Source: an optimization exercise on an open RTL-to-GDS flow (aim: small area, a short achievable clock period and few clock cycles per item). Production flows keep margins and buffers that such runs may drop.
The RTL was checked by simulation tests, not by an equivalence proof against the original design.
Power is estimated from default activity; no workload was simulated.

[flow/design.v]
module dffhr (d, r, clk, q);
  parameter WIDTH = 1;
  input 			r;
  input 			clk;
  input 	[WIDTH-1:0] 	d;
  output 	[WIDTH-1:0] 	q;
  reg 		[WIDTH-1:0] 	q;
  always @ (posedge clk) 
    if ( r ) 
      q <= {WIDTH{1'b0}};
    else
      q <= d;
endmodule  
module sha1_add2 (x, y, s);
   input [31:0]  x, y;
   output [31:0] s;
   wire [31:0] p = x ^ y;
   wire [31:0] g0 = x & y;
   wire [31:0] g1, p1, g2, p2, g3, p3, g4, p4, g5;
   genvar i;
   generate
      for (i = 0; i < 32; i = i + 1) begin : l1
         if (i & 1) begin
            assign g1[i] = g0[i] | (p[i] & g0[i-1]);
            assign p1[i] = p[i] & p[i-1];
         end else begin
            assign g1[i] = g0[i];  assign p1[i] = p[i];
         end
      end
      for (i = 0; i < 32; i = i + 1) begin : l2
         if (i & 2) begin
            assign g2[i] = g1[i] | (p1[i] & g1[((i >> 1) << 1) - 1]);
            assign p2[i] = p1[i] & p1[((i >> 1) << 1) - 1];
         end else begin
            assign g2[i] = g1[i];  assign p2[i] = p1[i];
         end
      end
      for (i = 0; i < 32; i = i + 1) begin : l3
         if (i & 4) begin
            assign g3[i] = g2[i] | (p2[i] & g2[((i >> 2) << 2) - 1]);
            assign p3[i] = p2[i] & p2[((i >> 2) << 2) - 1];
         end else begin
            assign g3[i] = g2[i];  assign p3[i] = p2[i];
         end
      end
      for (i = 0; i < 32; i = i + 1) begin : l4
         if (i & 8) begin
            assign g4[i] = g3[i] | (p3[i] & g3[((i >> 3) << 3) - 1]);
            assign p4[i] = p3[i] & p3[((i >> 3) << 3) - 1];
         end else begin
            assign g4[i] = g3[i];  assign p4[i] = p3[i];
         end
      end
      for (i = 0; i < 32; i = i + 1) begin : l5
         if (i & 16) begin
            assign g5[i] = g4[i] | (p4[i] & g4[15]);
         end else begin
            assign g5[i] = g4[i];
         end
      end
   endgenerate
   assign s = p ^ {g5[30:0], 1'b0};
endmodule
module sha1_add3 (x, y, z, s);
   input [31:0]  x, y, z;
   output [31:0] s;
   wire [31:0] cs_s = x ^ y ^ z;
   wire [31:0] cs_c = (x & y) | (x & z) | (y & z);
   sha1_add2 add (.x(cs_s), .y({cs_c[30:0], 1'b0}), .s(s));
endmodule
module sha1_exec(clk, reset, start, data_in, load_in, cv,
  use_prev_cv, busy, out_valid, cv_next);
   input clk, reset;
   input start;
   input [31:0] data_in;
   input load_in;
   input [159:0] cv;
   input use_prev_cv;
   output        busy;
   output        out_valid;
   output [159:0] cv_next;
   reg            run;         
   reg [6:0]      e;           
   reg            feed_q;      
   reg            valid_q, busy_q;
   reg            is0, is1, le15, ring_q, ysel_q, last_q;
   reg            g0, g1, g2, g3;   
   reg            q1, q0, x12;      
   wire           start_nc = start & ~use_prev_cv;
   wire           step = is0 | (le15 ? feed_q : run);
   wire [6:0]     e_adv = step ? e + 7'd1 : e;
   wire           zero = reset | start_nc | last_q;
   wire [6:0]     e_n = zero ? 7'd0 : e_adv;
   always @(posedge clk) begin
      e       <= e_n;
      is0     <= zero | (e_adv == 7'd0);
      is1     <= ~zero & (e_adv == 7'd1);
      le15    <= zero | (e_adv <= 7'd15);
      ring_q  <= ~zero & (e_adv >= 7'd78);
      ysel_q  <= ~zero & (e_adv >= 7'd81);
      last_q  <= ~zero & (e_adv == 7'd82);
      g0      <= zero | (e_adv <= 7'd20);
      g1      <= ~zero & (e_adv >= 7'd21) & (e_adv <= 7'd40);
      g2      <= ~zero & (e_adv >= 7'd41) & (e_adv <= 7'd60);
      g3      <= ~zero & (e_adv >= 7'd61);
      q1      <= ~zero & (e_adv >= 7'd41);
      q0      <= ~zero & (((e_adv >= 7'd21) & (e_adv <= 7'd40)) | (e_adv >= 7'd61));
      x12     <= ~zero & (e_adv >= 7'd21) & (e_adv <= 7'd60);
      if (reset) begin
         run     <= 1'b0;
         feed_q  <= 1'b0;
         have16  <= 1'b0;
         valid_q <= 1'b0;
         busy_q  <= 1'b1;
      end else begin
         run     <= start | (run & ~last_q);
         feed_q  <= load_in | (run & le15);
         have16  <= ~start & ~run & ~le15 & (feed_q | have16);
         valid_q <= last_q;
         busy_q  <= ~last_q;
      end
   end
   assign out_valid = valid_q;
   assign busy = busy_q;
   reg [479:0]    wv;
   reg [31:0]     dq;
   reg            have16;      
   wire [31:0]    wx = wv[479:448] ^ wv[415:384] ^ wv[223:192] ^ wv[63:32];
   wire [31:0]    wgen = {wx[30:0], wx[31]};
   wire           push = run | (feed_q & le15);
   wire           dq_hold = ~run & ~le15 & (feed_q | have16);
   always @(posedge clk) begin
      if (push)
        wv <= {wv[447:0], dq};
      if (~dq_hold)
        dq <= run ? (le15 ? wv[479:448] : wgen) : data_in;
   end
   wire [31:0]    wt = dq;
   reg [159:0]    h_q;
   wire [31:0]    h0 = h_q[159:128];
   wire [31:0]    h1 = h_q[127:96];
   wire [31:0]    h2 = h_q[95:64];
   wire [31:0]    h3 = h_q[63:32];
   wire [31:0]    h4 = h_q[31:0];
   reg [31:0]     a, b, c, d, F, P;
   wire [31:0]    b30 = {b[1:0], b[31:2]};
   wire [31:0]    fch  = (a & b30) | (~a & c);
   wire [31:0]    fpar = a ^ b30 ^ c;
   wire [31:0]    fmaj = (a & b30) | (a & c) | (b30 & c);
   wire [31:0]    f = g0 ? fch : (g2 ? fmaj : fpar);
   wire [31:0]    K = {q1, ~g2, g1, g0, 1'b1, x12, 1'b1, g2,
                      ~q1, q0, g3, x12, x12, 1'b0, ~g1, x12,
                      ~g0, ~g2, ~g3, ~q0, ~g3, g2, g1, ~g2,
                      1'b1, q1, g1, ~g1, ~q0, q1, g3, ~q1};
   wire [31:0]    p_n;
   sha1_add3 add_p (.x(d), .y(wt), .z(K), .s(p_n));
   wire [31:0]    a_sum;
   sha1_add3 add_a (.x({a[26:0], a[31:27]}), .y(F), .z(P), .s(a_sum));
   always @(posedge clk)
     if (step) begin
        if (is0) begin
           a <= h1;
           b <= {h2[29:0], h2[31:30]};
           c <= h3;
           d <= h4;
        end else begin
           a <= is1 ? h0 : a_sum;
           b <= a;
           c <= b30;
           d <= c;
        end
        F <= f;
        P <= p_n;
     end
   wire [31:0]    y = ysel_q ? a : {a[1:0], a[31:2]};
   wire [31:0]    r_sum;
   sha1_add2 add_r (.x(h4), .y(y), .s(r_sum));
   always @(posedge clk)
     if (start_nc | ring_q)
       h_q <= ring_q ? {r_sum, h0, h1, h2, h3} : cv;
   assign cv_next = h_q;
endmodule  
[flow/flow/run.sh]
#!/bin/bash
# Layout flow: the standard ORFS flow (standard.sh, unchanged synthesis),
# with the input/output port buffers inserted as buf_1 instead of ORFS's
# default pick; the resizer upsizes them where timing needs it.
# The make output goes to flow_make.log here; each ORFS step keeps its own
# log under orfs/logs/.
set -euo pipefail
export BUFFER_PORTS_ARGS="-buffer_cell sky130_fd_sc_hd__buf_1"
bash standard.sh finish > flow_make.log 2>&1
[flow/standard.sh]
#!/bin/bash
# synth_recipe.tcl (not shown) runs the flow's synth.tcl, then flattens the netlist and writes it again
# the make line also repeats each setting of config.mk as NAME=value (left out here)
make -C /OpenROAD-flow-scripts/flow DESIGN_CONFIG=/design/flow/config.mk WORK_HOME=/design/flow/orfs CLKGATE_MAP_FILE= SYNTH_SCRIPT=/design/flow/synth_recipe.tcl "${@:-finish}"
[flow/constraint.sdc]
create_clock -name core_clock -period 8.0 [get_ports {clk}]
set_input_delay 1.6000 -clock core_clock [delete_from_list [all_inputs] [get_ports {clk}]]
set_output_delay 1.6000 -clock core_clock [all_outputs]
set_load 0.01 [all_outputs]
[flow/config.mk]
export PLATFORM = sky130hd
export DESIGN_NAME = sha1_exec
export DESIGN_NICKNAME = sha1_exec
export VERILOG_FILES = /design/flow/design.v
export SDC_FILE = /design/flow/constraint.sdc
export NUM_CORES = 4
export LEC_CHECK = 0
export ABC_AREA = 1
export CAP_MARGIN = 20
export CORE_MARGIN = 2
export CORE_UTILIZATION = 40
export CTS_CLUSTER_DIAMETER = 150
export CTS_CLUSTER_SIZE = 25
export SETUP_SLACK_MARGIN = 5
export SLEW_MARGIN = 20
==> flow_summary_export.csv, run 1 <==
group,metric,value,unit
layout,finalInstanceArea,45000,µm²
clock_tree,clock-sinks,889,
global_route,grt_overflow_total,0,
power,powerDensity,373,nW/µm²
power,vdd_drop_max,0.000268,V
worst_setup_path,max_stage_delay,0.54,ns
placed_design,gp_congestion,0.856,
power,pwr-share-seq,0.423,
sta,fin_crit_sh,0.371,
routing,vias_per_cell,4.98,
clock_tree,clk_pin_slew_worst_paths,0.10,ns
worst_setup_path,critical_path.top_delay_family,"flip-flops",
clock_tree,numCtsBuffers,41,
layout,finalNetCount,4214,
yosys,synth_area_per_cell,11.7,µm²
power,p_leak,17.9,nW
worst_setup_path,slowest_stage,"edfxtp_1",
global_route,antenna_found_initial,4,
worst_setup_path,crit_arrival,1.37,ns
yosys,ys_types,47,
layout,nFillCells,9270,
yosys,synthCells,3450,
yosys,yosysWarnings,1,
clock_tree,cts_buffer_depth,3,
clock_tree,h-tree-depth,2,
yosys,synth_seq_area_share,0.657,
sta,worst_slew_pin_slew,1.03,ns
power,p_sw,0.00661,W
global_route,grt_first_pass_wirelength,145000,µm
worst_setup_path,endpoint_kind,"output port",
routing,routed_wl,98000,µm
worst_setup_path,cp.required,6.40,ns
worst_setup_path,cp-start-kind,"register",
placed_design,dp_slack,4.37,ns
worst_setup_path,worst-path-buf-inv,1,
layout,n_antenna_cell,0,
routing,drt-wirelength-per-cell,19.0,µm
placed_design,portBuffers,358,
floorplanning,ios,359,
sta,timing.final.crit_period,2.97,ns
yosys,ys_ff_latch,889,
clock_tree,insertion_delay,0.64,ns
sta,clock.fmax,337,MHz
min_path,hold_class,"register to register",
outcome,status,"complete, no violations",
yosys,synthesis.nets,3845,
clock_tree,root_buffer,"clkbuf_16",
sta,finalSetupViolCount,0,
routing,drtIter0Drc,2272,
worst_setup_path,path_max_fanout,3,
sta,fin_tns_setup,0,ns
floorplanning,placementRows,116,
yosys,synth_edf_count,864,
global_route,grt_pass1_vias,24195,
global_route,grt_max_degree,211,
sta,hold_viol_final,0,
floorplanning,die_x,321,µm
global_route,grt.total_usage,0.184,
floorplanning,die-area,103000,µm²
layout,drive_above_1_share,0.0576,
placed_design,detailed_place.area,43000,µm²
layout,area_delta_synth_final,11.8,%
clock_tree,cts_tree,"done",
sta,slew_violations,0,
sta,postLayoutSetupSlackWorst,5.03,ns
routing,ant_nets,0,
sta,slew_headroom,0.310,
power,pwr-share-clk,0.145,
yosys,async_flop_share,0,
yosys,syn_area,40200,µm²
placed_design,dp_hpwl,65800,µm
flow_run,max-cap-violations,0,
power,pwr-share-comb,0.432,
power,switching_share,0.394,
sta,whs,0.412,ns
sta,rsz0062_at_grt,"true",
worst_setup_path,worstSetupPathType,"register to output port",
routing,drc,0,
floorplanning,die_y,321,µm
power,p_int,0.0102,W
power,power,0.0168,W
worst_setup_path,worstPathCellList,"buf_1",
yosys,ys.flop_type,"edfxtp_1",
routing,vias,25655,
floorplanning,fp.coreArea,99900,µm²
routing,dr.pass1.iters,6,
clock_tree,cts_hold_buf,0,
floorplanning,start_util,0.403,
sta,skew,0.0432,ns
==> cell usage after synthesis, types with 8 or more instances <==
master    instances  share of area
inv_1           283          0.026
fa_1            103          0.051
o211ai_1         33         0.0062
a21oi_1          99          0.012
clkbuf_1         91         0.0085
inv_2            14         0.0013
nand2_2          13         0.0020
edfxtp_1        864           0.64
o21ai_0         174          0.022
nor3_1           13         0.0016
dfxtp_1          25          0.012
nand3_1         128          0.016
nor2_1          173          0.016
o22ai_1          33         0.0051
o21bai_1         10         0.0019
xor2_1           14         0.0030
buf_1             9        0.00084
nand2_1        1106           0.10
xnor2_1         109          0.024
nand3b_1          8         0.0015
ha_1             95          0.030
==> layer usage <==
metal  part of all wire  wire [µm]  track usage  up-vias
met2               0.46      44700        0.285      794
met4              0.030       2940       0.0551        4
met1               0.46      44700        0.269    12364
met3              0.058       5680       0.0260      140
met5            0.00024         24            0        -
li1                   -          -            -    12353
==> path summary, 6_finish.rpt <==
| kind | slack (ns) | cells past startpoint | end | startpoint |
|---|---|---|---|---|
| worst min register to register | 0.41 | 0 | wv[286] | wv[254] |
| worst max-delay path | 5.03 | 1 | cv_next[146] | h_q[146] |
| worst min-delay path | 0.41 | 0 | wv[286] | wv[254] |
| worst max register to register | 5.08 | 14 | a[27] | a[4] |
==> cell type report <==
| cell class | count | area (µm²) | area share |
|---|---|---|---|
| clock buffers | 72 | 1140 | 0.0254 |
| inverters | 298 | 1130 | 0.0252 |
| clock inverters | 3 | 33.8 | 0.000750 |
| repair buffers | 432 | 2100 | 0.0466 |
| flip-flops and latches | 889 | 26500 | 0.588 |
| multi-input cells | 2157 | 12500 | 0.278 |
| well taps | 1298 | 1620 | 0.0361 |
==> cells in the final DEF, fill, tap and decap left out, types with 3 or more instances in the layout <==
| cell | synthesis | routed |
|---|---|---|
| xor2_1 | 14 | 13 |
| ha_4 | 0 | 5 |
| nand2_4 | 3 | 9 |
| inv_6 | 0 | 3 |
| dfxtp_4 | 0 | 6 |
| o21ai_1 | 3 | 8 |
| o22ai_1 | 33 | 33 |
| o21ai_2 | 3 | 3 |
| nand4_1 | 6 | 6 |
| nand3b_1 | 8 | 8 |
| nor2_1 | 173 | 169 |
| a21oi_2 | 0 | 10 |
| nor2_2 | 3 | 6 |
| buf_12 | 0 | 5 |
| nand3_1 | 128 | 123 |
| nand2_2 | 13 | 17 |
| fa_1 | 103 | 102 |
| buf_4 | 4 | 61 |
| dfxtp_2 | 0 | 3 |
| buf_1 | 9 | 356 |
| xnor2_1 | 109 | 109 |
| clkbuf_16 | 0 | 43 |
| o21bai_1 | 10 | 10 |
| a21o_1 | 6 | 6 |
| clkbuf_1 | 91 | 31 |
| edfxtp_1 | 864 | 864 |
| nand3_2 | 1 | 6 |
| inv_2 | 14 | 18 |
| dfxtp_1 | 25 | 16 |
| ha_1 | 95 | 89 |
| a31oi_1 | 3 | 3 |
| o21ai_0 | 174 | 168 |
| buf_16 | 0 | 3 |
| o211ai_1 | 33 | 33 |
| nand2_1 | 1106 | 1096 |
| nor3_1 | 13 | 11 |
| a21oi_1 | 99 | 88 |
| inv_1 | 283 | 277 |
==> metrics by stage <==
step | std cells | util
after floorplan | 3450 | -
after global routing | 5149 | 0.451
after CTS | 5121 | 0.446
final | 5149 | 0.451
after global placement | 5019 | 0.431
after detailed placement | 5019 | 0.431
==> sequential cells by signal, indices dropped and copies added (netlist names), 7 cells and up <==
name / count
b: 32
F: 32
dq: 32
h_q: 160
e: 7
d: 32
c: 32
P: 32
wv: 480
a: 32
==> power groups by stage <==
stage	logic, W	registers, W	clock network [W]
after floorplan	0.00479	0.00696	0
after global placement	0.00630	0.00724	0
after detailed placement	0.00642	0.00725	0
after CTS	0.00670	0.00713	0.00254
after global routing	0.00820	0.00720	0.00269
final	0.00725	0.00710	0.00244
==> worst register-to-register path: stages (launching register included) <==
cell	delay [ns]
edfxtp_1	0.51
fa_1	0.52
ha_4	0.31
nand2_1	0.05
inv_1	0.06
nand2_1	0.11
nor3_2	0.29
nand2_4	0.12
nand2_4	0.14
buf_4	0.13
nand2_1	0.06
nand3_1	0.08
nand3_1	0.16
nand2_1	0.12
nand2_1	0.05
==> logic make-up (layout without fill, tap and decap cells) <==
family | Yosys count | count (layout) | synth area share
simple gates | 1462 | 1463 | 0.144
flops | 889 | 889 | 0.657
buf+inv | 405 | 805 | 0.0386
compound gates | 372 | 372 | 0.0517
fa+ha+maj | 198 | 198 | 0.0808
xor+xnor | 124 | 124 | 0.0275
==> what timing repair did <==
action	CTS	global route
pin swaps	4	7
gates cloned	1	3
gates resized for setup	26	58
buffers inserted	26	25
endpoints found under the setup margin	144	491
Testbench counts, summed over its fixed seeds: cycles 33,416, blocks 384.
==> run 2: changes to the inputs <==
--- a/flow/config.mk
+++ b/flow/config.mk
@@ -8,8 +8,9 @@
 export ABC_AREA = 1
 export CAP_MARGIN = 20
 export CORE_MARGIN = 2
-export CORE_UTILIZATION = 40
-export CTS_CLUSTER_DIAMETER = 150
-export CTS_CLUSTER_SIZE = 25
+export CORE_UTILIZATION = 55
+export CTS_CLUSTER_DIAMETER = 100
+export CTS_CLUSTER_SIZE = 20
+export PLACE_DENSITY = 0.7
 export SETUP_SLACK_MARGIN = 5
 export SLEW_MARGIN = 20
==> flow_summary_export.csv, run 2 <==
group,metric,value,unit
outcome,status,"complete, no violations",
layout,area_delta_synth_final,11.2,%
worst_setup_path,reg2reg_from,"a[11]",
worst_setup_path,endpoint_kind,"register",
worst_setup_path,critPathCapture,"a[25]",
floorplanning,placementRows,99,
routing,drc,0,
layout,nFillCells,5698,
flow_run,max-cap-violations,0,
routing,routed_wl,96700,µm
clock_tree,insertion_delay,0.65,ns
yosys,synthesis.nets,3845,
power,p_int,0.0103,W
floorplanning,start_util,0.554,
yosys,ys_types,47,
sta,timing.final.crit_period,2.98,ns
yosys,synthCells,3450,
clock_tree,cts_hold_buf,0,
routing,drtIter0Drc,2704,
sta,slew_headroom,0.299,
clock_tree,cts_tree,"done",
worst_setup_path,max_stage_delay,0.51,ns
global_route,grt_overflow_total,0,
layout,finalNetCount,4226,
layout,postLayoutCoreUtil,0.616,
worst_setup_path,reg2reg_to,"a[25]",
power,powerDensity,376,nW/µm²
min_path,hold_class,"register to register",
sta,skew,0.0331,ns
yosys,yosys.cell_count.top_type,"nand2_1",
clock_tree,h-tree-depth,2,
placed_design,dp_hpwl,64200,µm
global_route,grt_max_degree,224,
global_route,grt_pass1_vias,24538,
yosys,yosys-top-cells-area,"edfxtp_1 (64%), nand2_1 (10%), fa_1 (5.1%), ha_1 (3.0%), inv_1 (2.6%)",
routing,ant_nets,0,
power,p_sw,0.00656,W
clock_tree,clk_pin_slew_worst_paths,0.09,ns
worst_setup_path,slowest_stage,"fa_1",
worst_setup_path,crit_arrival,3.36,ns
sta,fin_crit_sh,0.372,
routing,vias,26424,
power,pwr-share-clk,0.157,
worst_setup_path,cp.depth,13,
worst_setup_path,r2r_slack,5.02,ns
clock_tree,root_buffer,"clkbuf_16",
worst_setup_path,cp-start-kind,"register",
floorplanning,die_x,275,µm
yosys,async_flop_share,0,
layout,drive_above_1_share,0.0580,
layout,largest_reg_flops,480,
clock_tree,clock-sinks,889,
global_route,antenna_found_initial,1,
power,p_leak,18.0,nW
yosys,synth_area_leader_cell,"edfxtp_1",
sta,clock.fmax,336,MHz
power,pwr-share-seq,0.421,
yosys,synthDominantCellAreaShare,0.645,
layout,layout_commonest_cell,"nand2_1",
worst_setup_path,cp.required,8.38,ns
worst_setup_path,path_max_fanout,4,
sta,worst_slew_pin_slew,1.05,ns
sta,hold_viol_final,0,
yosys,synth_seq_area_share,0.657,
worst_setup_path,worstSetupPathType,"register to register",
min_path,hold_path_depth,0,
sta,fin_tns_setup,0,ns
worst_setup_path,worst-path-buf-inv,2,
global_route,grt_first_pass_wirelength,144000,µm
placed_design,portBuffers,358,
yosys,synth_area_per_cell,11.7,µm²
layout,top_register,"wv",
sta,slew_violations,0,
power,pwr-share-comb,0.421,
power,switching_share,0.390,
yosys,synth_edf_count,864,
routing,drt-wirelength-per-cell,20.1,µm
clock_tree,numCtsBuffers,50,
floorplanning,ios,359,
layout,final_cell_mix,"nand2_1 (1099), edfxtp_1 (864), buf_1 (353)",
clock_tree,cts_buffer_depth,3,
power,power,0.0168,W
yosys,synth_common_cells,"nand2_1 (1106), edfxtp_1 (864), inv_1 (283)",
yosys,ys_ff_latch,889,
layout,n_antenna_cell,0,
global_route,grt.total_usage,0.252,
layout,top_regs,"wv: 480 flops, h_q: 160 flops",
yosys,syn_area,40200,µm²
yosys,yosysWarnings,1,
routing,dr.pass1.iters,6,
worst_setup_path,crit_start,"a[11]",
worst_setup_path,critical_path.top_delay_family,"simple AND/OR/NAND/NOR gates",
routing,vias_per_cell,5.48,
worst_setup_path,crit_top_cell,"nand2_1",
floorplanning,fp.coreArea,72700,µm²
worst_setup_path,rr_worst_depth,13,
sta,finalSetupViolCount,0,
floorplanning,die-area,75400,µm²
yosys,ys.flop_type,"edfxtp_1",
worst_setup_path,worstPathCellList,"inv_2 -> fa_1 -> inv_1 -> ha_1 -> nand2_1 -> nor2_2 -> nand2_1 -> nor3b_1 -> nand2_1 -> nand3_1 -> nand3_1 -> nand2_1 -> nand2_1",
sta,rsz0062_at_grt,"true",
power,vdd_drop_max,0.000274,V
floorplanning,die_y,275,µm
placed_design,gp_congestion,0.909,
==> run 2: repair_timing <==
| action | in CTS | in global routing |
|---|---|---|
| endpoints found under the setup margin | 526 | 517 |
| resized for setup | 24 | 45 |
| endpoints found under the hold margin | 0 | 0 |
| buffers inserted | 19 | 31 |
| gates cloned | 3 | 4 |
| pin swaps | 4 | 8 |
==> run 2: layout make-up <==
| type | count | area [µm²] | area share |
|---|---|---|---|
| repair buffers | 433 | 2100 | 0.0468 |
| well taps | 959 | 1200 | 0.0268 |
| multi-input cells | 2159 | 12500 | 0.278 |
| clock inverters | 3 | 52.6 | 0.00117 |
| inverters | 298 | 1130 | 0.0253 |
| clock buffers | 78 | 1360 | 0.0303 |
| flip-flops and latches | 889 | 26500 | 0.591 |
==> run 2: worst min path at each step <==
| stage | startpoint | end | slack [ns] |
|---|---|---|---|
| final | wv[69] | wv[101] | 0.41 |
| after CTS | wv[175] | wv[207] | 0.42 |
| after detailed placement | wv[75] | wv[107] | 0.40 |
| after floorplan | wv[68] | wv[100] | 0.40 |
| after global placement | wv[291] | wv[323] | 0.40 |
| after global routing | wv[175] | wv[207] | 0.41 |
==> run 2: metrics by stage <==
step / instances / area, µm² / hold WS (ns) / setup WS, ns
global route: 4819 / 44800 / 0.411 / 4.86
finish: 4819 / 44800 / 0.408 / 5.02
detailed placement: 4681 / 42600 / 0.405 / 4.38
CTS: 4784 / 44300 / 0.417 / 4.91
floorplan: 3450 / 40300 / 0.400 / 3.33
global placement: 4681 / 42600 / 0.400 / 4.43
==> run 2: kinds of logic after synthesis <==
| logic type | synth area share |
|---|---|
| xor gates and xnor gates | 0.0275 |
| adders and majority gates | 0.0808 |
| AOI/OAI and AO/OA | 0.0517 |
| DFF | 0.657 |
| buffers and inverters | 0.0386 |
| and+or+nand+nor | 0.144 |
==> run 2: power by group through the flow <==
stage / clock network, W / logic [W] / registers, W
floorplan: 0 / 0.00479 / 0.00696
global placement: 0 / 0.00623 / 0.00721
detailed placement: 0 / 0.00639 / 0.00723
CTS: 0.00271 / 0.00666 / 0.00712
global route: 0.00287 / 0.00803 / 0.00720
finish: 0.00265 / 0.00709 / 0.00709
==> run 2: worst reg2reg max path, delay by kind of cell, from the launching register on <==
kind | cells | cell delay [ns]
buf+inv | 2 | 0.20
fa+ha+maj | 2 | 0.78
simple gates | 9 | 1.26
flops | 1 | 0.47
==> run 2: routing by layer <==
layer	routed length [µm]	global-route usage	vias to the layer above
li1	-	-	12379
met1	42500	0.385	12719
met2	43600	0.379	1166
met3	7730	0.0389	158
met4	2780	0.0709	2
met5	13	0	-
==> run 3: changes to the inputs <==
==> flow/flow/run.sh (replaced) <==
#!/bin/bash
# Layout flow: the standard ORFS flow (standard.sh, unchanged synthesis),
# with the input/output port buffers inserted as buf_1 instead of ORFS's
# default pick (the resizer upsizes them where timing needs it), and clock
# tree synthesis without dummy loads.
# The make output goes to flow_make.log here; each ORFS step keeps its own
# log under orfs/logs/.
set -euo pipefail
export BUFFER_PORTS_ARGS="-buffer_cell sky130_fd_sc_hd__buf_1"
export CTS_ARGS="-sink_clustering_enable -repair_clock_nets -sink_clustering_size 25 -sink_clustering_max_diameter 150 -dont_use_dummy_load"
bash standard.sh finish > flow_make.log 2>&1
--- a/flow/config.mk
+++ b/flow/config.mk
@@ -8,9 +8,9 @@
 export ABC_AREA = 1
 export CAP_MARGIN = 20
 export CORE_MARGIN = 2
-export CORE_UTILIZATION = 55
-export CTS_CLUSTER_DIAMETER = 100
-export CTS_CLUSTER_SIZE = 20
-export PLACE_DENSITY = 0.7
+export CORE_UTILIZATION = 40
+export CTS_CLUSTER_DIAMETER = 150
+export CTS_CLUSTER_SIZE = 25
+export PLACE_DENSITY = 0.72
 export SETUP_SLACK_MARGIN = 5
 export SLEW_MARGIN = 20
==> flow_summary_export.csv, run 3 <==
group,metric,value,unit
outcome,status,"complete, no violations",
clock_tree,root_buffer,"clkbuf_16",
global_route,antenna_found_initial,5,
floorplanning,die_y,321,µm
worst_setup_path,path_max_fanout,3,
sta,slew_violations,0,
layout,finalNetCount,4199,
sta,worst_slew_pin_slew,1.10,ns
yosys,synth_edf_count,864,
worst_setup_path,worst-path-buf-inv,1,
routing,ant_nets,0,
layout,top_regs,"wv: 480 flops, h_q: 160 flops",
worst_setup_path,cp.required,6.40,ns
clock_tree,clock-sinks,889,
floorplanning,fp.coreArea,99900,µm²
floorplanning,start_util,0.403,
sta,hold_viol_final,0,
yosys,synth_common_cells,"nand2_1 (1106), edfxtp_1 (864), inv_1 (283)",
floorplanning,placementRows,116,
clock_tree,numCtsBuffers,41,
routing,vias,25913,
worst_setup_path,worstPathCellList,"buf_1",
worst_setup_path,endpoint_kind,"output port",
sta,skew,0.0406,ns
floorplanning,die-area,103000,µm²
yosys,synth_area_per_cell,11.7,µm²
yosys,ys.flop_type,"edfxtp_1",
clock_tree,insertion_delay,0.61,ns
yosys,syn_area,40200,µm²
layout,seqCellArea,26500,µm²
clock_tree,clk_pin_slew_worst_paths,0.11,ns
global_route,grt_first_pass_wirelength,144000,µm
layout,multi_input_area,12500,µm²
layout,stdcell_count,5100,
placed_design,portBuffers,358,
yosys,synth_seq_area_share,0.657,
yosys,async_flop_share,0,
yosys,synthDominantCellAreaShare,0.645,
sta,postLayoutSetupSlackWorst,5.03,ns
global_route,grt_overflow_total,0,
layout,area_delta_synth_final,11.0,%
yosys,ys_types,47,
yosys,synth_area_leader_cell,"edfxtp_1",
worst_setup_path,max_stage_delay,0.56,ns
floorplanning,ios,359,
global_route,grt_pass1_vias,24545,
layout,layout_commonest_cell,"nand2_1",
worst_setup_path,worstSetupPathType,"register to output port",
placed_design,dp_hpwl,65600,µm
yosys,yosys-top-cells-area,"edfxtp_1 (64%), nand2_1 (10%), fa_1 (5.1%), ha_1 (3.0%), inv_1 (2.6%)",
worst_setup_path,critical_path.top_delay_family,"flip-flops",
layout,drive_above_1_share,0.0510,
sta,fin_tns_setup,0,ns
yosys,yosys.cell_count.top_type,"nand2_1",
yosys,ys_ff_latch,889,
worst_setup_path,cp-start-kind,"register",
global_route,grt.total_usage,0.181,
min_path,hold_class,"register to register",
routing,drc,0,
placed_design,gp_congestion,0.898,
sta,fin_crit_sh,0.371,
floorplanning,die_x,321,µm
power,power,0.0165,W
placed_design,dp_slack,4.44,ns
sta,finalSetupViolCount,0,
power,powerDensity,370,nW/µm²
routing,routed_wl,96200,µm
worst_setup_path,slowest_stage,"edfxtp_1",
power,p_leak,17.7,nW
flow_run,max-cap-violations,0,
sta,rsz0062_at_grt,"true",
routing,dr.pass1.iters,5,
routing,drtIter0Drc,2586,
placed_design,dpl.cell_count,5017,
power,vdd_drop_max,0.000334,V
clock_tree,cts_tree,"done",
layout,top_register,"wv",
routing,vias_per_cell,5.08,
layout,final_cell_mix,"nand2_1 (1097), edfxtp_1 (864), buf_1 (358)",
yosys,synthCells,3450,
worst_setup_path,crit_arrival,1.37,ns
yosys,synthesis.nets,3845,
yosys,yosysWarnings,1,
sta,timing.final.crit_period,2.97,ns
layout,nFillCells,8975,
layout,n_antenna_cell,0,
sta,slew_headroom,0.268,
clock_tree,h-tree-depth,2,
layout,largest_reg_flops,480,
sta,clock.fmax,337,MHz
global_route,grt_max_degree,169,
clock_tree,cts_buffer_depth,3,
routing,drt-wirelength-per-cell,18.9,µm
==> run 3: metrics by stage <==
step	area, µm²	utilization	hold slack [ns]
floorplan	40300	-	0.400
global placement	43000	0.431	0.401
detailed placement	43000	0.431	0.405
CTS	44300	0.444	0.419
global route	44700	0.447	0.424
finish	44700	0.447	0.409
==> run 3: power by group <==
| group | total [W] | internal (W) | leakage, nW | switching, W |
|---|---|---|---|---|
| logic | 0.00715 | 0.00272 | 8.41 | 0.00443 |
| registers | 0.00710 | 0.00642 | 8.81 | 0.000676 |
| clock network | 0.00229 | 0.000923 | 0.505 | 0.00137 |
==> run 3: final timing paths <==
| kind | slack (ns) | startpoint | end | cells past startpoint |
|---|---|---|---|---|
| worst max-delay path | 5.03 | h_q[105] | cv_next[105] | 1 |
| worst min-delay path | 0.41 | wv[367] | wv[399] | 0 |
| worst max register to register | 5.12 | q0 | P[17] | 10 |
| worst min register to register | 0.41 | wv[367] | wv[399] | 0 |
==> run 3: cell type report <==
class | count | area share
Inverter | 298 | 0.0254
Timing Repair Buffer | 416 | 0.0441
Clock buffer | 41 | 0.0230
Multi-Input combinational cell | 2158 | 0.279
Sequential cell | 889 | 0.592
Tap cell | 1298 | 0.0363
==> run 3: what timing repair did <==
item / CTS / global route
setup endpoints to repair: 441 / 83
gates cloned: 3 / 0
hold buffers: 0 / 0
resized for setup: 23 / 44
setup buffers: 16 / 22
pin swaps: 5 / 4
==> run 3: kinds of logic (layout without fill, tap and decap cells) <==
logic type,after synthesis,after routing,synth area share
AOI/OAI and AO/OA,372,372,0.0517
xor gates and xnor gates,124,124,0.0275
adders and majority gates,198,198,0.0808
buffers and inverters,405,755,0.0386
DFF,889,889,0.657
and+or+nand+nor,1462,1464,0.144
==> run 3: per-layer routing <==
| metal | track usage | vias to the layer above | share of wire |
|---|---|---|---|
| li1 | - | 12280 | - |
| met1 | 0.257 | 12427 | 0.44 |
| met2 | 0.284 | 1033 | 0.45 |
| met3 | 0.0276 | 165 | 0.072 |
| met4 | 0.0641 | 8 | 0.038 |
| met5 | 0 | - | 0.00053 |
==> run 4: changes to the inputs <==
--- a/flow/config.mk
+++ b/flow/config.mk
@@ -11,6 +11,5 @@
 export CORE_UTILIZATION = 40
 export CTS_CLUSTER_DIAMETER = 150
 export CTS_CLUSTER_SIZE = 25
-export PLACE_DENSITY = 0.72
 export SETUP_SLACK_MARGIN = 5
 export SLEW_MARGIN = 20
==> flow_summary_export.csv, run 4 <==
group,metric,value,unit
outcome,status,"complete, no violations",
clock_tree,cts_tree,"done",
layout,largest_reg_flops,480,
routing,drc,0,
worst_setup_path,worstSetupPathType,"register to output port",
worst_setup_path,worstPathCellList,"buf_1",
layout,n_antenna_cell,0,
routing,vias,25534,
sta,skew,0.0362,ns
yosys,ys_ff_latch,889,
worst_setup_path,max_stage_delay,0.55,ns
yosys,synth_area_per_cell,11.7,µm²
global_route,grt.total_usage,0.184,
routing,drt-wirelength-per-cell,19.1,µm
worst_setup_path,cp-start-kind,"register",
yosys,yosys-top-cells-area,"edfxtp_1 (64%), nand2_1 (10%), fa_1 (5.1%), ha_1 (3.0%), inv_1 (2.6%)",
floorplanning,die-area,103000,µm²
sta,whs,0.410,ns
worst_setup_path,path_max_fanout,3,
layout,stdcell_count,5103,
yosys,synthDominantCellAreaShare,0.645,
layout,area_delta_synth_final,11.2,%
worst_setup_path,crit_arrival,1.35,ns
layout,final_cell_mix,"nand2_1 (1096), edfxtp_1 (864), buf_1 (357)",
global_route,grt_overflow_total,0,
clock_tree,numCtsBuffers,41,
floorplanning,die_y,321,µm
global_route,grt_pass1_vias,24184,
worst_setup_path,worst-path-buf-inv,1,
layout,top_regs,"wv: 480 flops, h_q: 160 flops",
placed_design,dp_slack,4.37,ns
sta,slew_violations,0,
sta,fin_crit_sh,0.369,
routing,dr.pass1.iters,6,
yosys,yosysWarnings,1,
power,p_leak,17.8,nW
worst_setup_path,endpoint_kind,"output port",
clock_tree,clock-sinks,889,
sta,timing.final.crit_period,2.95,ns
global_route,antenna_found_initial,4,
layout,layout_commonest_cell,"nand2_1",
yosys,synth_common_cells,"nand2_1 (1106), edfxtp_1 (864), inv_1 (283)",
sta,postLayoutSetupSlackWorst,5.05,ns
clock_tree,cts_buffer_depth,3,
routing,ant_nets,0,
routing,routed_wl,97300,µm
yosys,synth_seq_area_share,0.657,
clock_tree,h-tree-depth,2,
floorplanning,ios,359,
worst_setup_path,slowest_stage,"edfxtp_1",
global_route,grt_first_pass_wirelength,144000,µm
sta,finalSetupViolCount,0,
global_route,grt_max_degree,211,
min_path,hold_class,"register to register",
clock_tree,cts_hold_buf,0,
sta,slew_headroom,0.305,
floorplanning,placementRows,116,
floorplanning,die_x,321,µm
placed_design,dpl.cell_count,5019,
sta,clock.fmax,339,MHz
sta,worst_slew_pin_slew,1.04,ns
layout,finalNetCount,4202,
placed_design,gp_congestion,0.856,
floorplanning,start_util,0.403,
flow_run,max-cap-violations,0,
layout,drive_above_1_share,0.0523,
sta,hold_viol_final,0,
power,vdd_drop_max,0.000212,V
worst_setup_path,critical_path.top_delay_family,"flip-flops",
yosys,async_flop_share,0,
floorplanning,fp.coreArea,99900,µm²
layout,top_register,"wv",
yosys,synth_edf_count,864,
clock_tree,insertion_delay,0.62,ns
yosys,synthCells,3450,
yosys,synthesis.nets,3845,
power,powerDensity,369,nW/µm²
yosys,ys.flop_type,"edfxtp_1",
clock_tree,root_buffer,"clkbuf_16",
yosys,ys_types,47,
routing,drtIter0Drc,2359,
yosys,syn_area,40200,µm²
yosys,yosys.cell_count.top_type,"nand2_1",
yosys,synth_area_leader_cell,"edfxtp_1",
worst_setup_path,cp.required,6.40,ns
sta,rsz0062_at_grt,"true",
placed_design,dp_hpwl,65800,µm
sta,fin_tns_setup,0,ns
clock_tree,clk_pin_slew_worst_paths,0.10,ns
routing,vias_per_cell,5.00,
placed_design,portBuffers,358,
==> run 4: cell type report <==
| class | count | area (µm²) |
|---|---|---|
| clock buffer | 41 | 1030 |
| fill | 9287 | 55100 |
| timing repair buffer | 421 | 2020 |
| multi-input combinational | 2156 | 12500 |
| tap | 1298 | 1620 |
| inverter | 298 | 1130 |
| sequential | 889 | 26500 |
==> run 4: per-stage QoR <==
step                       util  cell area, µm²  total power, W
after floorplan               -           40300          0.0118
after global placement    0.431           43000          0.0135
after detailed placement  0.431           43000          0.0137
after CTS                 0.444           44300          0.0162
after global routing      0.448           44800          0.0178
final                     0.448           44800          0.0165
==> run 4: cell families after synthesis <==
kind of cell | Yosys count | share of synthesized area
adder cells (fa/ha/maj) | 198 | 0.0808
flip-flops | 889 | 0.657
buffers and inverters | 405 | 0.0386
AND/OR/NAND/NOR | 1462 | 0.144
AO/OA/AOI/OAI | 372 | 0.0517
XOR/XNOR | 124 | 0.0275
==> run 4: worst reg2reg max path: stages (launching register included) <==
cell      delay, ns
edfxtp_1       0.53
fa_1           0.49
ha_1           0.33
nand3_1        0.10
nand3_2        0.10
nand2_2        0.09
nand2_4        0.10
fa_1           0.45
o21ai_0        0.30
a21oi_1        0.13
==> run 4: report_power, final <==
group / total, W / switching [W] / internal, W
logic: 0.00709 / 0.00441 / 0.00269
clock network: 0.00232 / 0.00139 / 0.000924
registers: 0.00710 / 0.000676 / 0.00642
total: 0.0165 / 0.00647 / 0.0100
==> run 4: repair_timing <==
action	in CTS	in global routing
gates resized for setup	24	53
pin swaps	3	4
setup endpoints to repair	142	493
gates cloned	1	2
setup buffers	24	16
==> run 4: path summary, 6_finish.rpt <==
| path | startpoint | to | slack, ns | cells past startpoint |
|---|---|---|---|---|
| setup / recovery | h_q[109] | cv_next[109] | 5.05 | 1 |
| setup reg to reg | a[30] | a[9] | 5.11 | 9 |
| hold / removal | wv[419] | wv[451] | 0.41 | 0 |
| hold reg to reg | wv[419] | wv[451] | 0.41 | 0 |
==> run 4: per-layer routing <==
layer  global-route usage  part of all wire  vias up  routed length, µm
li1                     -                 -    12302                  -
met1                0.269              0.46    12314              44500
met2                0.286              0.46      782              44300
met3               0.0237             0.056      132               5480
met4               0.0557             0.031        4               2990
met5                    0           0.00025        -                 24
==> run 5: changes to the inputs <==
--- a/flow/config.mk
+++ b/flow/config.mk
@@ -8,7 +8,7 @@
 export ABC_AREA = 1
 export CAP_MARGIN = 20
 export CORE_MARGIN = 2
-export CORE_UTILIZATION = 40
+export CORE_UTILIZATION = 50
 export CTS_CLUSTER_DIAMETER = 150
 export CTS_CLUSTER_SIZE = 25
 export SETUP_SLACK_MARGIN = 5
==> flow_summary_export.csv, run 5 <==
group,metric,value,unit
outcome,status,"complete, no violations",
layout,finalNetCount,4204,
power,vdd_drop_max,0.000246,V
routing,drtIter0Drc,2064,
yosys,synth_seq_area_share,0.657,
sta,skew,0.0593,ns
layout,seqCellArea,26500,µm²
layout,top_regs,"wv: 480 flops, h_q: 160 flops",
layout,postLayoutCoreUtil,0.555,
worst_setup_path,crit_start,"P[2]",
worst_setup_path,reg2reg_to,"a[16]",
power,p_leak,17.8,nW
routing,drt-wirelength-per-cell,19.9,µm
yosys,synth_area_leader_cell,"edfxtp_1",
yosys,ys_types,47,
routing,drc,0,
yosys,yosys-top-cells-area,"edfxtp_1 (64%), nand2_1 (10%), fa_1 (5.1%), ha_1 (3.0%), inv_1 (2.6%)",
yosys,synthesis.nets,3845,
sta,postLayoutSetupSlackWorst,5.04,ns
routing,dr.pass1.iters,6,
sta,clock.fmax,338,MHz
layout,n_antenna_cell,0,
routing,wl_met2,43600,µm
routing,wl_met3,5840,µm
worst_setup_path,endpoint_kind,"register",
power,powerDensity,375,nW/µm²
yosys,ys.flop_type,"edfxtp_1",
min_path,hold_class,"register to register",
routing,dr.max_layer_used,"met4",
floorplanning,placementRows,104,
global_route,grt_overflow_total,0,
global_route,grt.total_usage,0.229,
floorplanning,die-area,82800,µm²
power,p_int,0.0101,W
min_path,hp-start,"wv[96]",
routing,vias,25719,
yosys,synthCells,3450,
worst_setup_path,worstPathCellList,"fa_1 -> ha_1 -> nand3_1 -> nand3_1 -> nand2_1 -> nand2_2 -> nand2_2 -> nand2_4 -> fa_1 -> nand2_1 -> a21oi_2",
global_route,grt_max_degree,204,
worst_setup_path,slowest_stage,"fa_1",
clock_tree,h-tree-depth,2,
flow_run,max-cap-violations,0,
power,pwr-share-comb,0.438,
sta,fin_tns_setup,0,ns
layout,nFillCells,7059,
worst_setup_path,cp.required,8.45,ns
layout,largest_reg_flops,480,
clock_tree,cts_hold_buf,0,
worst_setup_path,reg2reg_from,"P[2]",
routing,ant_nets,0,
placed_design,dp_slack,4.39,ns
global_route,grt_first_pass_wirelength,144000,µm
layout,area_delta_synth_final,10.5,%
power,p_sw,0.00658,W
routing,met1Wirelength,45200,µm
routing,routed_wl,96600,µm
worst_setup_path,crit_arrival,3.40,ns
placed_design,dpl.cell_count,4778,
placed_design,dp_hpwl,64300,µm
min_path,min_to,"wv[128]",
yosys,synth_area_per_cell,11.7,µm²
sta,rsz0062_at_grt,"true",
layout,layout_commonest_cell,"nand2_1",
layout,drive_above_1_share,0.0541,
clock_tree,cts_buffer_depth,3,
routing,vias_per_cell,5.28,
yosys,syn_area,40200,µm²
sta,hold_viol_final,0,
sta,worst_slew_pin_slew,1.04,ns
worst_setup_path,path_max_fanout,7,
clock_tree,root_buffer,"clkbuf_16",
worst_setup_path,rr_worst_depth,11,
power,pwr-share-seq,0.424,
yosys,yosysWarnings,1,
clock_tree,numCtsBuffers,41,
power,switching_share,0.395,
worst_setup_path,cp-start-kind,"register",
yosys,synthDominantCellAreaShare,0.645,
yosys,synth_edf_count,864,
floorplanning,start_util,0.502,
yosys,ys_ff_latch,889,
floorplanning,ios,359,
worst_setup_path,max_stage_delay,0.55,ns
power,power,0.0167,W
floorplanning,fp.coreArea,80200,µm²
sta,timing.final.crit_period,2.96,ns
layout,final_cell_mix,"nand2_1 (1096), edfxtp_1 (864), buf_1 (357)",
yosys,async_flop_share,0,
yosys,synth_common_cells,"nand2_1 (1106), edfxtp_1 (864), inv_1 (283)",
placed_design,portBuffers,358,
sta,fin_crit_sh,0.370,
layout,top_register,"wv",
power,pwr-share-clk,0.138,
clock_tree,clock-sinks,889,
yosys,yosys.cell_count.top_type,"nand2_1",
sta,finalSetupViolCount,0,
worst_setup_path,r2r_slack,5.04,ns
floorplanning,die_x,288,µm
global_route,grt_pass1_vias,24192,
sta,slew_violations,0,
clock_tree,cts_tree,"done",
layout,stdcell_count,4867,
min_path,hold_path_depth,0,
layout,multi_input_area,12500,µm²
global_route,antenna_found_initial,1,
placed_design,gp_congestion,0.855,
floorplanning,die_y,288,µm
clock_tree,clk_pin_slew_worst_paths,0.10,ns
clock_tree,insertion_delay,0.61,ns
sta,slew_headroom,0.304,
worst_setup_path,worstSetupPathType,"register to register",
run 5: cell counts after synthesis:
No cell type changed its count.
run 5: layout make-up:
class,instances,share of cell area
Clock buffer,41,0.0231
Inverter,298,0.0255
Multi-Input combinational cell,2159,0.281
Sequential cell,889,0.595
Tap cell,1060,0.0298
Timing Repair Buffer,420,0.0452
run 5: worst max path at each step:
stage	depth (start not counted)	endpoint
after floorplan	2	h_q[0]
after global placement	13	h_q[145]
after detailed placement	13	h_q[145]
after CTS	14	h_q[145]
after global routing	12	a[16]
final	11	a[16]
run 5: power by group through the flow:
stage / registers [W] / clock network [W] / logic, W
global route: 0.00718 / 0.00251 / 0.00822
global placement: 0.00723 / 0 / 0.00638
detailed placement: 0.00724 / 0 / 0.00647
floorplan: 0.00696 / 0 / 0.00479
CTS: 0.00710 / 0.00237 / 0.00674
finish: 0.00708 / 0.00229 / 0.00730
run 5: metrics by stage:
step / hold WS [ns] / cell area, µm²
floorplan: 0.400 / 40300
global placement: 0.400 / 42700
detailed placement: 0.405 / 42700
CTS: 0.408 / 44100
global route: 0.413 / 44500
finish: 0.408 / 44500
run 5: cell families (layout without fill, tap and decap cells):
| kind of cell | count (synthesis) | in the layout | synth area share |
|---|---|---|---|
| buffers and inverters | 405 | 759 | 0.0386 |
| AOI/OAI and AO/OA | 372 | 372 | 0.0517 |
| adders and majority gates | 198 | 198 | 0.0808 |
| DFF | 889 | 889 | 0.657 |
| xor gates and xnor gates | 124 | 124 | 0.0275 |
| and+or+nand+nor | 1462 | 1465 | 0.144 |
run 5: critical path, delay by kind of cell, from the launching register on:
family / cells / cell delay [ns]
AOI/OAI and AO/OA: 1 / 0.19
adders and majority gates: 3 / 1.37
DFF: 1 / 0.50
and+or+nand+nor: 7 / 0.76
run 5: layer usage:
metal | vias to the layer above | GRT usage
met3 | 99 | 0.0286
met1 | 12477 | 0.355
met4 | 0 | 0.0506
li1 | 12294 | -
met2 | 849 | 0.348
met5 | - | 0
run 5: timing repair:
| item | CTS | global route |
|---|---|---|
| cloned | 4 | 2 |
| setup endpoints to repair | 630 | 304 |
| setup buffers | 20 | 22 |
| resized for setup | 23 | 50 |
| pin swaps | 6 | 10 |
| endpoints found under the hold margin | 0 | 0 |
==> run 6: changes to the inputs <==
--- a/flow/design.v
+++ b/flow/design.v
@@ -82,14 +82,19 @@
    reg            run;         
    reg [6:0]      e;           
    reg            feed_q;      
+   reg            lost_q;      
+   reg            have16;      
    reg            valid_q, busy_q;
    reg            is0, is1, le15, ring_q, ysel_q, last_q;
    reg            g0, g1, g2, g3;   
    reg            q1, q0, x12;      
    wire           start_nc = start & ~use_prev_cv;
    wire           step = is0 | (le15 ? feed_q : run);
+   wire           pre = is0 | (is1 & ~feed_q & ~run);
+   wire           stall = ~run & ~is0 & ~is1 & ~(le15 & feed_q);
+   wire           start_rp = start & (~use_prev_cv | lost_q | stall);
    wire [6:0]     e_adv = step ? e + 7'd1 : e;
-   wire           zero = reset | start_nc | last_q;
+   wire           zero = reset | start_rp | last_q;
    wire [6:0]     e_n = zero ? 7'd0 : e_adv;
    always @(posedge clk) begin
       e       <= e_n;
@@ -109,12 +114,14 @@
       if (reset) begin
          run     <= 1'b0;
          feed_q  <= 1'b0;
+         lost_q  <= 1'b0;
          have16  <= 1'b0;
          valid_q <= 1'b0;
          busy_q  <= 1'b1;
       end else begin
          run     <= start | (run & ~last_q);
          feed_q  <= load_in | (run & le15);
+         lost_q  <= ~is0 & (lost_q | stall);
          have16  <= ~start & ~run & ~le15 & (feed_q | have16);
          valid_q <= last_q;
          busy_q  <= ~last_q;
@@ -124,7 +131,6 @@
    assign busy = busy_q;
    reg [479:0]    wv;
    reg [31:0]     dq;
-   reg            have16;      
    wire [31:0]    wx = wv[479:448] ^ wv[415:384] ^ wv[223:192] ^ wv[63:32];
    wire [31:0]    wgen = {wx[30:0], wx[31]};
    wire           push = run | (feed_q & le15);
@@ -156,22 +162,21 @@
    sha1_add3 add_p (.x(d), .y(wt), .z(K), .s(p_n));
    wire [31:0]    a_sum;
    sha1_add3 add_a (.x({a[26:0], a[31:27]}), .y(F), .z(P), .s(a_sum));
-   always @(posedge clk)
-     if (step) begin
-        if (is0) begin
-           a <= h1;
-           b <= {h2[29:0], h2[31:30]};
-           c <= h3;
-           d <= h4;
-        end else begin
-           a <= is1 ? h0 : a_sum;
-           b <= a;
-           c <= b30;
-           d <= c;
-        end
-        F <= f;
-        P <= p_n;
-     end
+   always @(posedge clk) begin
+      if (pre) begin
+         a <= h1;
+         b <= {h2[29:0], h2[31:30]};
+         c <= h3;
+         d <= h4;
+      end else begin
+         a <= is1 ? h0 : a_sum;
+         b <= a;
+         c <= b30;
+         d <= c;
+      end
+      F <= f;
+      P <= p_n;
+   end
    wire [31:0]    y = ysel_q ? a : {a[1:0], a[31:2]};
    wire [31:0]    r_sum;
    sha1_add2 add_r (.x(h4), .y(y), .s(r_sum));
--- a/flow/config.mk
+++ b/flow/config.mk
@@ -8,8 +8,9 @@
 export ABC_AREA = 1
 export CAP_MARGIN = 20
 export CORE_MARGIN = 2
-export CORE_UTILIZATION = 50
+export CORE_UTILIZATION = 40
 export CTS_CLUSTER_DIAMETER = 150
 export CTS_CLUSTER_SIZE = 25
 export SETUP_SLACK_MARGIN = 5
 export SLEW_MARGIN = 20
+export TNS_END_PERCENT = 20
==> flow_summary_export.csv, run 6 <==
group,metric,value,unit
worst_setup_path,crit_arrival,3.54,ns
worst_setup_path,cp.required,8.53,ns
worst_setup_path,rr_worst_depth,12,
layout,largest_reg_flops,480,
sta,fin_crit_sh,0.375,
yosys,syn_area,38300,µm²
routing,routed_wl,92900,µm
layout,drive_above_1_share,0.0292,
clock_tree,numCtsBuffers,41,
layout,finalNetCount,4168,
global_route,grt_use_met3,0.0315,
min_path,min_to,"wv[139]",
sta,clock.fmax,333,MHz
worst_setup_path,critical_path.top_delay_family,"adder cells",
sta,fin_tns_setup,0,ns
layout,top_regs,"wv: 480 flops, h_q: 160 flops",
clock_tree,root_buffer,"clkbuf_16",
outcome,status,"complete, no violations",
floorplanning,ios,359,
min_path,hp-start,"wv[107]",
routing,dr.pass1.iters,8,
yosys,synthesis.nets,3848,
worst_setup_path,endpoint_kind,"register",
global_route,grt_first_pass_wirelength,140000,µm
floorplanning,die_x,313,µm
sta,postLayoutSetupSlackWorst,5.00,ns
routing,vias_per_cell,4.90,
min_path,hold_class,"register to register",
placed_design,dp_slack,4.04,ns
routing,vias,24697,
yosys,synth_mux_area_frac,0,
sta,slew_violations,0,
clock_tree,clock-sinks,890,
layout,final_cell_mix,"nand2_1 (1117), edfxtp_1 (672), buf_1 (358)",
routing,drt-wirelength-per-cell,18.4,µm
global_route,grt_overflow_total,0,
layout,n_antenna_cell,0,
floorplanning,fp.coreArea,94900,µm²
global_route,use_met2,0.299,
floorplanning,placementRows,113,
routing,ant_nets,0,
flow_run,max-cap-violations,0,
yosys,synthDominantCellAreaShare,0.527,
yosys,synth_top_family_by_area,"simple AND/OR/NAND/NOR gates",
global_route,top_usage_layer,"met2",
worst_setup_path,slowest_stage,"dfxtp_1",
worst_setup_path,r2r_slack,5.00,ns
clock_tree,h-tree-depth,2,
sta,finalSetupViolCount,0,
worst_setup_path,worst-path-buf-inv,0,
routing,drc,0,
yosys,yosys.cell_count.top_type,"nand2_1",
power,power,0.0154,W
min_path,hold_path_depth,0,
yosys,synth_seq_area_share,0.641,
worst_setup_path,reg2reg_from,"a[29]",
clock_tree,cts_buffer_depth,3,
clock_tree,clk_pin_slew_worst_paths,0.11,ns
yosys,yosys-top-cells-area,"edfxtp_1 (53%), dfxtp_1 (11%), nand2_1 (11%), fa_1 (5.4%), ha_1 (3.1%)",
layout,top_register,"wv",
yosys,synth_edf_count,672,
yosys,post_synth_xor_area_fraction,0.0288,
yosys,synthCells,3453,
worst_setup_path,max_stage_delay,0.58,ns
yosys,yosysWarnings,1,
sta,hold_viol_final,0,
clock_tree,cts_hold_buf,0,
yosys,synth_area_per_cell,11.1,µm²
worst_setup_path,reg2reg_to,"a[17]",
sta,worst_slew_pin_slew,0.975,ns
sta,rsz0062_at_grt,"true",
worst_setup_path,cp-start-kind,"register",
power,vdd_drop_max,0.000246,V
sta,skew,0.0327,ns
yosys,ys_ff_latch,890,
clock_tree,cts_tree,"done",
layout,layout_commonest_cell,"nand2_1",
power,powerDensity,364,nW/µm²
floorplanning,die-area,98200,µm²
sta,slew_headroom,0.350,
yosys,synth-simple-area-share,0.152,
yosys,async_flop_share,0,
global_route,grt.total_usage,0.186,
worst_setup_path,path_max_fanout,15,
global_route,globalRouteMet1Util,0.263,
routing,drtIter0Drc,2086,
global_route,grt_max_degree,211,
placed_design,portBuffers,358,
placed_design,dp_hpwl,64300,µm
floorplanning,start_util,0.404,
yosys,synth_compound_area_frac,0.0527,
global_route,grt_pass1_vias,23840,
sta,timing.final.crit_period,3.00,ns
worst_setup_path,worstSetupPathType,"register to register",
yosys,synth_fa_ha_area_frac,0.0849,
placed_design,gp_congestion,0.870,
yosys,ys_types,40,
yosys,synth_area_leader_cell,"edfxtp_1",
floorplanning,die_y,313,µm
yosys,synth_common_cells,"nand2_1 (1124), edfxtp_1 (672), inv_1 (291)",
clock_tree,insertion_delay,0.60,ns
power,p_leak,17.2,nW
yosys,ys.flop_type,"edfxtp_1",
global_route,antenna_found_initial,2,
layout,area_delta_synth_final,10.3,%
worst_setup_path,worstPathCellList,"fa_1 -> ha_1 -> nand3_1 -> nand3_1 -> nand2_1 -> nand2_2 -> nand2_1 -> nand2_4 -> fa_1 -> xor2_1 -> nor2_1 -> o21ai_0",
==> run 6: changes by cell type after synthesis, moves of 10 or more <==
| cell | change |
|---|---|
| buf_2 | +14 |
| clkbuf_1 | -11 |
| dfxtp_1 | +193 |
| edfxtp_1 | -192 |
| inv_2 | -10 |
| nand2_1 | +18 |
==> run 6: metrics by stage <==
step	utilization	hold slack (ns)	area, µm²	std cells
2_1_floorplan	-	0.400	38300	3453
3_3_place_gp	0.432	0.401	41000	4989
3_5_place_dp	0.432	0.405	41000	4989
4_1_cts	0.444	0.417	42100	5033
5_1_grt	0.445	0.419	42200	5036
6_report	0.445	0.412	42200	5036
==> run 6: cells by family after synthesis <==
kind of cell,count (synthesis)
adders and majority gates,198
and+or+nand+nor,1474
xor gates and xnor gates,126
buffers and inverters,402
AOI/OAI and AO/OA,363
DFF,890
==> run 6: timing repair <==
item	CTS	global route
pin swaps	2	0
gates cloned	2	2
resized for setup	24	8
setup endpoints to repair	450	195
setup buffers	1	0
==> run 6: worst max path at each step <==
stage               startpoint        to  cells after the start
finish                   a[29]     a[17]                     12
global route               is1     a[14]                     10
CTS                         g2     P[31]                     12
detailed placement      ysel_q  h_q[145]                     13
global placement        ysel_q  h_q[145]                     13
floorplan                start    h_q[0]                      2
==> run 6: worst register-to-register path, cell delays in order, from the launching register on <==
cell and delay, ns:
dfxtp_1 0.58, fa_1 0.52, ha_1 0.29, nand3_1 0.08, nand3_1 0.11, nand2_1 0.09, nand2_2 0.13, nand2_1 0.14
nand2_4 0.14, fa_1 0.46, xor2_1 0.19, nor2_1 0.05, o21ai_0 0.15
==> run 6: layout make-up <==
type	instances	area [µm²]
Fill cell	8871	52600
Sequential cell	890	24600
Multi-Input combinational cell	2163	12300
Timing Repair Buffer	382	1640
Tap cell	1265	1580
Inverter	295	1130
Clock buffer	41	1030
==> run 6: report_power, final <==
group,total [W],switching [W],internal (W)
clock network,0.00230,0.00138,0.000924
registers,0.00679,0.000701,0.00609
logic,0.00629,0.00394,0.00235
total,0.0154,0.00601,0.00936
==> run 6: metal layers <==
metal	up-vias	routed length (µm)
met5	-	20
met3	103	5640
li1	12029	-
met1	11894	42100
met2	667	43200
met4	4	1910
Testbench counts of run 6, summed over its fixed seeds: cycles 33,416, blocks 384.
==> run 7: changes to the inputs <==
--- a/flow/config.mk
+++ b/flow/config.mk
@@ -13,4 +13,4 @@
 export CTS_CLUSTER_SIZE = 25
 export SETUP_SLACK_MARGIN = 5
 export SLEW_MARGIN = 20
-export TNS_END_PERCENT = 20
+export TNS_END_PERCENT = 50
==> flow_summary_export.csv, run 7 <==
group,metric,value,unit
layout,largest_reg_flops,480,
layout,drive_above_1_share,0.0363,
worst_setup_path,cp-start-kind,"register",
floorplanning,die_x,313,µm
sta,slew_headroom,0.267,
sta,rsz0062_at_grt,"true",
yosys,yosys.cell_count.top_type,"nand2_1",
routing,drtIter0Drc,1940,
floorplanning,die_y,313,µm
sta,fin_crit_sh,0.371,
floorplanning,die-area,98200,µm²
yosys,ys.flop_type,"edfxtp_1",
min_path,hold_class,"register to register",
routing,vias,25014,
clock_tree,h-tree-depth,2,
worst_setup_path,path_max_fanout,3,
layout,top_register,"wv",
yosys,ys_types,40,
worst_setup_path,crit_arrival,1.36,ns
clock_tree,numCtsBuffers,41,
placed_design,portBuffers,358,
worst_setup_path,max_stage_delay,0.45,ns
yosys,async_flop_share,0,
sta,fin_tns_setup,0,ns
sta,worst_slew_pin_slew,1.10,ns
sta,finalSetupViolCount,0,
routing,vias_per_cell,4.96,
yosys,ys_ff_latch,890,
floorplanning,start_util,0.404,
global_route,grt.total_usage,0.184,
routing,drt-wirelength-per-cell,18.5,µm
sta,clock.fmax,337,MHz
layout,area_delta_synth_final,10.6,%
layout,finalNetCount,4171,
worst_setup_path,cp.required,6.40,ns
layout,layout_commonest_cell,"nand2_1",
worst_setup_path,crit_start,"h_q[43]",
worst_setup_path,endpoint_kind,"output port",
min_path,hold_path_depth,0,
clock_tree,clk_pin_slew_worst_paths,0.10,ns
layout,n_antenna_cell,0,
sta,hold_viol_final,0,
flow_run,max-cap-violations,0,
placed_design,dp_hpwl,64700,µm
worst_setup_path,reg2reg_from,"a[11]",
routing,dr.pass1.iters,5,
clock_tree,root_buffer,"clkbuf_16",
worst_setup_path,r2r_slack,5.19,ns
worst_setup_path,rr_worst_depth,15,
clock_tree,cts_hold_buf,0,
placed_design,gp_congestion,0.863,
floorplanning,placementRows,113,
outcome,status,"complete, no violations",
sta,timing.final.crit_period,2.96,ns
yosys,synthDominantCellAreaShare,0.527,
layout,nFillCells,8944,
worst_setup_path,worstPathCellList,"buf_1",
global_route,grt_max_degree,210,
clock_tree,cts_tree,"done",
yosys,syn_area,38300,µm²
yosys,synth_common_cells,"nand2_1 (1124), edfxtp_1 (672), inv_1 (291)",
worst_setup_path,slowest_stage,"edfxtp_1",
worst_setup_path,worst-path-buf-inv,1,
clock_tree,insertion_delay,0.61,ns
yosys,synth_area_leader_cell,"edfxtp_1",
yosys,yosysWarnings,1,
sta,skew,0.0573,ns
worst_setup_path,critical_path.top_delay_family,"flip-flops",
power,vdd_drop_max,0.000199,V
floorplanning,ios,359,
yosys,yosys-top-cells-area,"edfxtp_1 (53%), dfxtp_1 (11%), nand2_1 (11%), fa_1 (5.4%), ha_1 (3.1%)",
worst_setup_path,reg2reg_to,"a[27]",
min_path,hp-start,"wv[116]",
layout,final_cell_mix,"nand2_1 (1113), edfxtp_1 (672), buf_1 (358)",
routing,drc,0,
yosys,synthCells,3453,
yosys,synth_edf_count,672,
global_route,grt_pass1_vias,23361,
layout,top_regs,"wv: 480 flops, h_q: 160 flops",
clock_tree,cts_buffer_depth,3,
global_route,grt_overflow_total,0,
global_route,grt_first_pass_wirelength,139000,µm
yosys,synth_area_per_cell,11.1,µm²
worst_setup_path,worstSetupPathType,"register to output port",
yosys,synth_seq_area_share,0.641,
clock_tree,clock-sinks,890,
global_route,antenna_found_initial,0,
yosys,synthesis.nets,3848,
sta,slew_violations,0,
power,p_leak,17.3,nW
min_path,min_to,"wv[148]",
floorplanning,fp.coreArea,94900,µm²
routing,ant_nets,0,
routing,routed_wl,93100,µm
power,powerDensity,368,nW/µm²
layout,postLayoutCoreUtil,0.446,
## run 7: cell count changes in the layout (fill, tap and decap cells not counted), moves of 3 or more
| cell | change |
|---|---|
| o21ai_1 | +3 |
| nand2_1 | -4 |
| a21oi_2 | +5 |
| dfxtp_1 | -10 |
| buf_4 | +4 |
| o21ai_0 | -4 |
| a21oi_1 | -5 |
| dfxtp_2 | +8 |
## run 7: layer usage
| metal | part of all wire | wire length, µm | up-vias | GRT usage |
|---|---|---|---|---|
| met5 | 0 | 0 | - | 0 |
| met4 | 0.019 | 1750 | 0 | 0.0384 |
| met3 | 0.051 | 4730 | 96 | 0.0230 |
| met2 | 0.47 | 43400 | 691 | 0.295 |
| met1 | 0.46 | 43300 | 12190 | 0.270 |
| li1 | - | - | 12037 | - |
## run 7: cell type report
class,instances,area [µm²],area share
sequential,890,24600,0.580
timing repair buffer,386,1690,0.0400
tap,1265,1580,0.0374
clock buffer,41,1030,0.0242
inverter,295,1130,0.0266
multi-input combinational,2162,12300,0.292
## run 7: worst max path at each step
stage,to,slack [ns],cells past startpoint
finish,cv_next[43],5.04,1
global route,h_q[154],4.97,14
CTS,b[2],4.86,8
detailed placement,h_q[145],4.11,13
global placement,h_q[145],4.14,13
floorplan,h_q[0],3.33,2
## run 7: cell families (layout without fill, tap and decap cells)
logic type / Yosys count / in the layout / share of synthesized area
buf+inv: 402 / 722 / 0.0406
flops: 890 / 890 / 0.641
fa+ha+maj: 198 / 198 / 0.0849
compound gates: 363 / 363 / 0.0527
simple gates: 1474 / 1475 / 0.152
xor+xnor: 126 / 126 / 0.0288
## run 7: where the power goes
group          switching, W  total [W]  internal (W)
clock               0.00137    0.00230      0.000923
combinational       0.00408    0.00650       0.00242
sequential         0.000704    0.00680       0.00610
## run 7: timing repair
| action | CTS | global route |
|---|---|---|
| gates cloned | 2 | 2 |
| gates resized for setup | 31 | 27 |
| setup endpoints to repair | 588 | 301 |
| buffers inserted | 1 | 4 |
| endpoints found under the hold margin | 0 | 0 |
| pin swaps | 3 | 6 |
## run 7: per-stage QoR
stage          setup slack, ns  cells  total power [W]  instance area, µm²  hold slack [ns]
6_report                  5.04   5039           0.0156               42400            0.412
5_1_grt                   4.97   5039           0.0169               42400            0.405
4_1_cts                   4.86   5033           0.0156               42200            0.403
3_5_place_dp              4.11   4989           0.0132               41000            0.405
3_3_place_gp              4.14   4989           0.0131               41000            0.401
2_1_floorplan             3.33   3453           0.0113               38400            0.400

## port drivers added, routing unchanged
In the flow no input, the clock included, has a driving cell. The finished layouts below were timed again as built, in two steps. Step 1 assumes that a clkbuf_16 drives the clock port and a buf_2 every other input. Step 2 moves the port delays by t, midway between the first and last clock arrival at a register: inputs arrive t later, outputs are due t later. That takes back most of the time a late clock gives input paths. Three values: no drivers, after step 1, after step 2; two values: the first two.
run	t, ns	setup slack, ns	worst setup path after step 2	clock arrival spread, ns
run 1	0.683	5.031 / 4.963 / 4.630	input to register	0.045 / 0.045
run 2	0.695	5.020 / 4.955 / 4.451	input to register	0.040 / 0.040
run 3	0.655	5.031 / 4.965 / 4.528	input to register	0.043 / 0.043
run 4	0.671	5.048 / 4.981 / 4.606	input to register	0.037 / 0.037
run 5	0.654	5.043 / 4.996 / 4.579	input to register	0.059 / 0.060
run 6	0.659	4.999 / 4.943 / 4.515	input to register	0.035 / 0.035
run 7	0.645	5.036 / 4.970 / 4.467	input to register	0.061 / 0.060
After both steps every run listed still meets setup and hold.
